Context: an optimization exercise on an open-source flow, tuned for small area and a short achievable clock period. The choices shown serve that exercise and are no tape-out recipe. RTL that was checked went through simulation tests only; none was proved equivalent to the original. Power and IR drop assume default switching activity.

## the previous run
==> flow/design.v <==
`default_nettype none
module fp32_add(
    input wire clk,
    input wire [31:0] a,
    input wire [31:0] b,
    input wire sub,
    input wire [2:0] rm,
    output wire [31:0] result,
    output wire nv,
    output wire of,
    output wire nx
);
    integer k;
    wire a_sign = a[31];
    wire b_sign = b[31] ^ sub;
    wire [7:0] a_exp = a[30:23];
    wire [7:0] b_exp = b[30:23];
    wire [22:0] a_frac = a[22:0];
    wire [22:0] b_frac = b[22:0];
    wire a_emax = &a_exp;
    wire b_emax = &b_exp;
    wire a_fz = ~|a_frac;
    wire b_fz = ~|b_frac;
    wire a_nan = a_emax & ~a_fz;
    wire b_nan = b_emax & ~b_fz;
    wire a_inf = a_emax & a_fz;
    wire b_inf = b_emax & b_fz;
    wire a_snan = a_nan & ~a_frac[22];
    wire b_snan = b_nan & ~b_frac[22];
    wire s0_is_sub = a_sign ^ b_sign;
    wire s0_inf_inf = s0_is_sub & a_inf & b_inf;
    wire s0_nv = a_snan | b_snan | s0_inf_inf;
    wire s0_nan = a_nan | b_nan | s0_inf_inf;
    wire s0_inf = ~s0_nan & (a_inf | b_inf);
    wire [1:0] s0_special = {s0_nan, s0_inf | s0_nv};
    wire a_hid = |a_exp;
    wire b_hid = |b_exp;
    wire [7:0] a_eeff = {a_exp[7:1], a_exp[0] | ~a_hid};
    wire [7:0] b_eeff = {b_exp[7:1], b_exp[0] | ~b_hid};
    wire [7:0] d_ab = a_eeff - b_eeff;
    wire [7:0] d_ba = b_eeff - a_eeff;
    wire swap = a[30:0] < b[30:0];
    wire [7:0] l_exp = swap ? b_exp : a_exp;
    wire [22:0] l_frac = swap ? b_frac : a_frac;
    wire [23:0] s_sig = swap ? {a_hid, a_frac} : {b_hid, b_frac};
    wire l_sign = swap ? b_sign : a_sign;
    wire [4:0] s0_off = swap ? d_ba[4:0] : d_ab[4:0];
    wire s0_far = swap ? |d_ba[7:5] : |d_ab[7:5];    
    reg r1_sign, r1_is_sub;
    reg [2:0] r1_rm;
    reg [1:0] r1_special;
    reg [7:0] r1_lexp;
    reg [22:0] r1_lfrac;
    reg [23:0] r1_ssig;
    reg [4:0] r1_off;
    reg r1_far;
    always @(posedge clk) begin
        r1_sign <= l_sign;
        r1_is_sub <= s0_is_sub;
        r1_rm <= rm;
        r1_special <= s0_special;
        r1_lexp <= l_exp;
        r1_lfrac <= l_frac;
        r1_ssig <= s_sig;
        r1_off <= s0_off;
        r1_far <= s0_far;
    end
    wire l_hid = |r1_lexp;
    wire [7:0] l_e = {r1_lexp[7:1], r1_lexp[0] | ~l_hid};
    wire [27:0] in1 = {1'b0, l_hid, r1_lfrac, 3'b000};
    wire [26:0] sh0 = {r1_ssig, 3'b000};
    wire [26:0] sh1 = r1_far ? 27'b0 : r1_off[4] ? {16'b0, sh0[26:16]} : sh0;
    wire [26:0] sh2 = r1_off[3] ? {8'b0, sh1[26:8]} : sh1;
    wire [26:0] sh3 = r1_off[2] ? {4'b0, sh2[26:4]} : sh2;
    wire [26:0] sh4 = r1_off[1] ? {2'b0, sh3[26:2]} : sh3;
    wire [26:0] sh5 = r1_off[0] ? {1'b0, sh4[26:1]} : sh4;
    reg [23:0] smask;    
    always @*
        for (k = 0; k < 24; k = k + 1)
            smask[k] = r1_far | (r1_off >= k + 3);
    wire sticky = |(r1_ssig & smask);
    wire [27:0] in2 = {1'b0, sh5[26:1], sticky};
    wire [27:0] in2x = in2 ^ {28{r1_is_sub}};
    wire [28:0] sum_c = {in1, 1'b1} + {in2x, r1_is_sub};
    wire [27:0] s1_sum = sum_c[28:1];
    wire [7:0] s1_exp = l_e + 8'd1;
    wire rdn = r1_rm == 3'b010;
    wire rup = r1_rm == 3'b011;
    wire rtz = r1_rm == 3'b001;
    wire rmm = r1_rm == 3'b100;
    wire s1_up = (rdn & r1_sign) | (rup & ~r1_sign);
    wire s1_dn = rtz | (rdn & ~r1_sign) | (rup & r1_sign);
    wire [1:0] s1_cls = {s1_up | rmm, s1_dn | rmm};
    wire s1_zsign = r1_is_sub ? rdn : r1_sign;
    reg r2_sign, r2_zsign;
    reg [1:0] r2_cls;
    reg [1:0] r2_special;
    reg [7:0] r2_exp;
    reg [27:0] r2_sum;
    always @(posedge clk) begin
        r2_sign <= r1_sign;
        r2_zsign <= s1_zsign;
        r2_cls <= s1_cls;
        r2_special <= r1_special;
        r2_exp <= s1_exp;
        r2_sum <= s1_sum;
    end
    wire e_small = ~|r2_exp[7:5];
    wire [3:0] pd_hi = {4{e_small}} & (4'b0001 << r2_exp[4:3]);
    wire [7:0] pd_lo = 8'b00000001 << r2_exp[2:0];
    reg [27:0] lim_mask;
    always @*
        for (k = 0; k < 28; k = k + 1)
            lim_mask[k] = pd_hi[(28 - k) >> 3] & pd_lo[(28 - k) & 7];
    wire [27:0] x = r2_sum | lim_mask;
    wire z4 = ~|x[27:12];
    wire [15:0] x4 = z4 ? x[11:0] << 4 : x[27:12];
    wire z3 = ~|x4[15:8];
    wire [7:0] x3 = z3 ? x4[7:0] : x4[15:8];
    wire z2 = ~|x3[7:4];
    wire [3:0] x2 = z2 ? x3[3:0] : x3[7:4];
    wire z1 = ~|x2[3:2];
    wire [1:0] x1 = z1 ? x2[1:0] : x2[3:2];
    wire z0 = ~x1[1];
    wire [4:0] lzc = {z4, z3, z2, z1, z0};
    wire [27:0] n4 = z4 ? {r2_sum[11:0], 16'b0} : r2_sum;
    wire [27:0] n3 = z3 ? {n4[19:0], 8'b0} : n4;
    wire [27:0] n2 = z2 ? {n3[23:0], 4'b0} : n3;
    wire [27:0] n1 = z1 ? {n2[25:0], 2'b0} : n2;
    wire [27:0] n0 = z0 ? {n1[26:0], 1'b0} : n1;
    wire c1 = r2_sum[27];
    wire c2 = ~r2_sum[27] & r2_sum[26];
    wire lsb = c1 ? r2_sum[4] : c2 ? r2_sum[3] : r2_sum[2];
    wire g = c1 ? r2_sum[3] : c2 ? r2_sum[2] : r2_sum[1];
    wire st = c1 ? |r2_sum[2:0] : c2 ? |r2_sum[1:0] : r2_sum[0];
    wire inexact = g | st;
    reg add_one;
    always @* begin
        case (r2_cls)
            2'd0: add_one = g & (lsb | st);
            2'd1: add_one = 1'b0;
            2'd2: add_one = g | st;
            default: add_one = g;
        endcase
    end
    wire sp_inf = r2_special == 2'b01;
    wire sp_nan = r2_special[1];
    wire sp = |r2_special;
    wire ovf = ~sp & c1 & (&r2_exp);           
    wire of_max = r2_cls == 2'd1;              
    wire zero_sign = ~|r2_sum;
    reg [7:0] s2_exp;
    reg [4:0] s2_lzc;
    reg [22:0] s2_frac;
    reg s2_msb;
    always @* begin
        s2_lzc = (sp | ovf | zero_sign) ? 5'd0 : lzc;
        s2_msb = sp | ovf | (~zero_sign & n0[27]);
        if (sp_nan) {s2_exp, s2_frac} = 31'h7fc00000;
        else if (sp_inf | (ovf & ~of_max)) {s2_exp, s2_frac} = 31'h7f800000;
        else if (ovf) {s2_exp, s2_frac} = 31'h7f7fffff;
        else {s2_exp, s2_frac} = {zero_sign ? 8'd1 : r2_exp, n0[26:4]};
    end
    wire s2_efe = ~sp & ((c1 & (r2_exp == 8'hfe)) | (c2 & (r2_exp == 8'hff)));
    wire w_ones = c1 ? &r2_sum[26:4] : c2 ? &r2_sum[25:3] : &r2_sum[24:2];
    wire w_lo_ones = c1 ? &r2_sum[15:4] : c2 ? &r2_sum[14:3] : &r2_sum[13:2];
    wire s2_inc = ~sp & ~ovf & add_one;
    reg r3_sign, r3_inc, r3_nx, r3_of, r3_nv, r3_efe, r3_carry, r3_lo_ones, r3_msb;
    reg [7:0] r3_exp;
    reg [4:0] r3_lzc;
    reg [22:0] r3_frac;
    always @(posedge clk) begin
        r3_sign <= ~sp_nan & (zero_sign ? r2_zsign : r2_sign);
        r3_inc <= s2_inc;
        r3_carry <= s2_inc & w_ones;
        r3_lo_ones <= w_lo_ones;
        r3_nx <= ~sp & (inexact | ovf);
        r3_of <= ovf;
        r3_nv <= r2_special == 2'b11;
        r3_exp <= s2_exp;
        r3_lzc <= s2_lzc;
        r3_msb <= s2_msb;
        r3_frac <= s2_frac;
        r3_efe <= s2_efe;
    end
    wire [11:0] frac_lo = r3_frac[11:0] + {11'b0, r3_inc};
    wire [10:0] frac_hi = r3_frac[22:12] + {10'b0, r3_inc & r3_lo_ones};
    wire [8:0] exp_c0x = {r3_exp, 1'b1} + {3'b111, ~r3_lzc, r3_msb};
    wire [7:0] exp_c0 = exp_c0x[8:1];
    wire [7:0] exp_c1 = r3_lzc[1] ? r3_exp - 8'd1 : r3_lzc[0] ? r3_exp : r3_exp + 8'd1;
    wire [7:0] exp_out = r3_carry ? exp_c1 : exp_c0;
    assign result = {r3_sign, exp_out, frac_hi, frac_lo};
    assign of = r3_of | (r3_efe & r3_carry);
    assign nx = r3_nx;
    assign nv = r3_nv;
endmodule
`default_nettype wire
Settings: LEC_CHECK=0, ABC_AREA=1, CAP_MARGIN=20, CORE_MARGIN=2, CORE_UTILIZATION=40, SETUP_SLACK_MARGIN=3, SLEW_MARGIN=20; clock period 6.5 ns.
standard.sh (not shown) runs the stock make flow with config.mk's settings and CLKGATE_MAP_FILE= SYNTH_SCRIPT=/design/flow/synth_recipe.tcl, a recipe that flattens the netlist after the stock synthesis.
==> flow/flow/run.sh <==
#!/bin/bash
# The standard layout, with plain buffers (sky130_fd_sc_hd__buf_1) on the ports instead of the
# delay cells that buffer_ports picks by default. Every port still gets its own buffer.
set -euo pipefail
export BUFFER_PORTS_ARGS="-buffer_cell sky130_fd_sc_hd__buf_1"
bash standard.sh > standard.log 2>&1
Here is what was changed in the inputs of the current run compared with the previous run.
--- a/flow/design.v
+++ b/flow/design.v
@@ -127,8 +127,9 @@
     wire [27:0] n3 = z3 ? {n4[19:0], 8'b0} : n4;
     wire [27:0] n2 = z2 ? {n3[23:0], 4'b0} : n3;
     wire [27:0] n1 = z1 ? {n2[25:0], 2'b0} : n2;
     wire [27:0] n0 = z0 ? {n1[26:0], 1'b0} : n1;
+    wire s2_tiny = ~n0[27];
     wire c1 = r2_sum[27];
     wire c2 = ~r2_sum[27] & r2_sum[26];
     wire lsb = c1 ? r2_sum[4] : c2 ? r2_sum[3] : r2_sum[2];
     wire g = c1 ? r2_sum[3] : c2 ? r2_sum[2] : r2_sum[1];
@@ -151,47 +152,37 @@
     wire zero_sign = ~|r2_sum;
     reg [7:0] s2_exp;
     reg [4:0] s2_lzc;
     reg [22:0] s2_frac;
-    reg s2_msb;
     always @* begin
-        s2_lzc = (sp | ovf | zero_sign) ? 5'd0 : lzc;
-        s2_msb = sp | ovf | (~zero_sign & n0[27]);
+        s2_lzc = (sp | ovf | s2_tiny) ? 5'd0 : lzc;
         if (sp_nan) {s2_exp, s2_frac} = 31'h7fc00000;
         else if (sp_inf | (ovf & ~of_max)) {s2_exp, s2_frac} = 31'h7f800000;
         else if (ovf) {s2_exp, s2_frac} = 31'h7f7fffff;
-        else {s2_exp, s2_frac} = {zero_sign ? 8'd1 : r2_exp, n0[26:4]};
+        else {s2_exp, s2_frac} = {s2_tiny ? 8'd0 : r2_exp, n0[26:4]};
     end
     wire s2_efe = ~sp & ((c1 & (r2_exp == 8'hfe)) | (c2 & (r2_exp == 8'hff)));
-    wire w_ones = c1 ? &r2_sum[26:4] : c2 ? &r2_sum[25:3] : &r2_sum[24:2];
-    wire w_lo_ones = c1 ? &r2_sum[15:4] : c2 ? &r2_sum[14:3] : &r2_sum[13:2];
-    wire s2_inc = ~sp & ~ovf & add_one;
-    reg r3_sign, r3_inc, r3_nx, r3_of, r3_nv, r3_efe, r3_carry, r3_lo_ones, r3_msb;
+    reg r3_sign, r3_inc, r3_nx, r3_of, r3_nv, r3_efe;
     reg [7:0] r3_exp;
     reg [4:0] r3_lzc;
     reg [22:0] r3_frac;
     always @(posedge clk) begin
         r3_sign <= ~sp_nan & (zero_sign ? r2_zsign : r2_sign);
-        r3_inc <= s2_inc;
-        r3_carry <= s2_inc & w_ones;
-        r3_lo_ones <= w_lo_ones;
+        r3_inc <= ~sp & ~ovf & add_one;
         r3_nx <= ~sp & (inexact | ovf);
         r3_of <= ovf;
         r3_nv <= r2_special == 2'b11;
         r3_exp <= s2_exp;
         r3_lzc <= s2_lzc;
-        r3_msb <= s2_msb;
         r3_frac <= s2_frac;
         r3_efe <= s2_efe;
     end
-    wire [11:0] frac_lo = r3_frac[11:0] + {11'b0, r3_inc};
-    wire [10:0] frac_hi = r3_frac[22:12] + {10'b0, r3_inc & r3_lo_ones};
-    wire [8:0] exp_c0x = {r3_exp, 1'b1} + {3'b111, ~r3_lzc, r3_msb};
-    wire [7:0] exp_c0 = exp_c0x[8:1];
+    wire [23:0] frac_inc = {1'b0, r3_frac} + {23'b0, r3_inc};
+    wire [7:0] exp_c0 = r3_exp - {3'b0, r3_lzc};
     wire [7:0] exp_c1 = r3_lzc[1] ? r3_exp - 8'd1 : r3_lzc[0] ? r3_exp : r3_exp + 8'd1;
-    wire [7:0] exp_out = r3_carry ? exp_c1 : exp_c0;
-    assign result = {r3_sign, exp_out, frac_hi, frac_lo};
-    assign of = r3_of | (r3_efe & r3_carry);
+    wire [7:0] exp_out = frac_inc[23] ? exp_c1 : exp_c0;
+    assign result = {r3_sign, exp_out, frac_inc[22:0]};
+    assign of = r3_of | (r3_efe & frac_inc[23]);
     assign nx = r3_nx;
     assign nv = r3_nv;
 endmodule
 `default_nettype wire
Notes after the runs:
- Compared with the previous run, the current run shows a first-iteration DRC count that is 89 lower.
- The current run: clock-buffer cell count is 5 higher than what the previous run reported.
- Changes observed in the current run relative to the previous run: synthesized flop and latch total shows a reduction of 3; count of placed standard cells including taps now sits lower; fraction of final layout cells sized beyond drive strength 1 up 1.7 points; iteration count of the initial detailed-routing pass decreased by 3 relative to the old numbers; final worst slack lost 390 ps.
- Lower maximum number of pins on one net before global-route repair goes to the previous run over the current run.
- Comparing the current run against the previous run, there is no change at all in post-route antenna net violation count.
- Buffering stage count on the worst path with inverters included, the current run and the previous run: lower on the current run
- Pre-CTS setup slack, the current run and the previous run, higher one = the previous run.
- The wire length reported for the current run is smaller than that of the previous run by about 3.3%.

========
RTL: the design.v shown in full above, as it stands there.
export LEC_CHECK = 0
export ABC_AREA = 1
export CAP_MARGIN = 20
export CORE_MARGIN = 2
export CORE_UTILIZATION = 40
export CTS_BUF_LIST = sky130_fd_sc_hd__clkbuf_8
export SETUP_SLACK_MARGIN = 2.5
export SLEW_MARGIN = 20
create_clock -name core_clock -period 6.5 [get_ports {clk}]
Scripts as last shown in full above: flow/flow/run.sh
Edit:
--- a/flow/design.v
+++ b/flow/design.v
@@ -110,22 +110,38 @@
     wire [7:0] pd_lo = 8'b00000001 << r2_exp[2:0];
     reg [27:0] lim_mask;
     always @*
         for (k = 0; k < 28; k = k + 1)
             lim_mask[k] = pd_hi[(28 - k) >> 3] & pd_lo[(28 - k) & 7];
     wire [27:0] x = r2_sum | lim_mask;
-    wire z4 = ~|x[27:12];
-    wire [15:0] x4 = z4 ? x[11:0] << 4 : x[27:12];
-    wire z3 = ~|x4[15:8];
-    wire [7:0] x3 = z3 ? x4[7:0] : x4[15:8];
-    wire z2 = ~|x3[7:4];
-    wire [3:0] x2 = z2 ? x3[3:0] : x3[7:4];
-    wire z1 = ~|x2[3:2];
-    wire [1:0] x1 = z1 ? x2[1:0] : x2[3:2];
-    wire z0 = ~x1[1];
-    wire [4:0] lzc = {z4, z3, z2, z1, z0};
+    wire [31:0] xp = {x, 4'b0000};
+    reg [15:0] t1_v; reg [15:0] t1_p;
+    reg [7:0] t2_v;  reg [15:0] t2_p;
+    reg [3:0] t3_v;  reg [11:0] t3_p;
+    reg [1:0] t4_v;  reg [7:0] t4_p;
+    reg [4:0] lzc;
+    always @* begin
+        for (k = 0; k < 16; k = k + 1) begin
+            t1_v[k] = xp[2*k+1] | xp[2*k];
+            t1_p[k] = ~xp[2*k+1];
+        end
+        for (k = 0; k < 8; k = k + 1) begin
+            t2_v[k] = t1_v[2*k+1] | t1_v[2*k];
+            t2_p[2*k +: 2] = t1_v[2*k+1] ? {1'b0, t1_p[2*k+1]} : {1'b1, t1_p[2*k]};
+        end
+        for (k = 0; k < 4; k = k + 1) begin
+            t3_v[k] = t2_v[2*k+1] | t2_v[2*k];
+            t3_p[3*k +: 3] = t2_v[2*k+1] ? {1'b0, t2_p[4*k+2 +: 2]} : {1'b1, t2_p[4*k +: 2]};
+        end
+        for (k = 0; k < 2; k = k + 1) begin
+            t4_v[k] = t3_v[2*k+1] | t3_v[2*k];
+            t4_p[4*k +: 4] = t3_v[2*k+1] ? {1'b0, t3_p[6*k+3 +: 3]} : {1'b1, t3_p[6*k +: 3]};
+        end
+        lzc = t4_v[1] ? {1'b0, t4_p[7:4]} : {1'b1, t4_p[3:0]};
+    end
+    wire z4 = lzc[4], z3 = lzc[3], z2 = lzc[2], z1 = lzc[1], z0 = lzc[0];
     wire [27:0] n4 = z4 ? {r2_sum[11:0], 16'b0} : r2_sum;
     wire [27:0] n3 = z3 ? {n4[19:0], 8'b0} : n4;
     wire [27:0] n2 = z2 ? {n3[23:0], 4'b0} : n3;
     wire [27:0] n1 = z1 ? {n2[25:0], 2'b0} : n2;
     wire [27:0] n0 = z0 ? {n1[26:0], 1'b0} : n1;
     wire c1 = r2_sum[27];
Outcome:
- The new run completed with no timing, DRC or antenna violations
- clock-buffer cell count climbs by 2
- power is about the same
- cell area climbs by 1.2%
- global-route usage climbs by 0.68 points
- worst setup slack gets worse by 0.040 ns
- wire length climbs by 8.2%
- fmax drops by 1.1%
- via count climbs by 5.4%
- critical path depth climbs by 1
- final cell count climbs by 3.6%
Only the layout flow was run in the second run of this note; the RTL was not checked for function there.

## static timing again, ports no longer ideal
In the flow no input, the clock included, has a driving cell. The finished layouts below were timed again as built, in two steps. Step 1 (the two cells are an assumption about what drives the block):
set clk [get_ports {clk}]
set_driving_cell -lib_cell sky130_fd_sc_hd__clkbuf_16 $clk
set_driving_cell -lib_cell sky130_fd_sc_hd__buf_2 [delete_from_list [all_inputs] $clk]
Step 2 also shifts input and output timing later by t, the mid clock arrival at the registers, as if the neighbouring blocks saw the same clock. Slacks: no drivers / after step 1 / after step 2; pairs: no drivers / after step 1.
run	t, ns	setup slack, ns	latest minus earliest clock arrival (ns)
the previous run	0.480	2.879 / 2.830 / 2.651	0.017 / 0.017
the current run	0.485	2.492 / 2.438 / 2.602	0.012 / 0.012
the first run of note 2	0.510	2.741 / 2.694 / 2.296	0.017 / 0.017
the second run of note 2	0.544	2.700 / 2.650 / 2.383	0.025 / 0.025
After both steps every run listed still meets setup and hold. For the first run of note 2, which loses most, drivers alone change the setup slack by -0.047 ns; drivers and shift together by -0.445 ns.
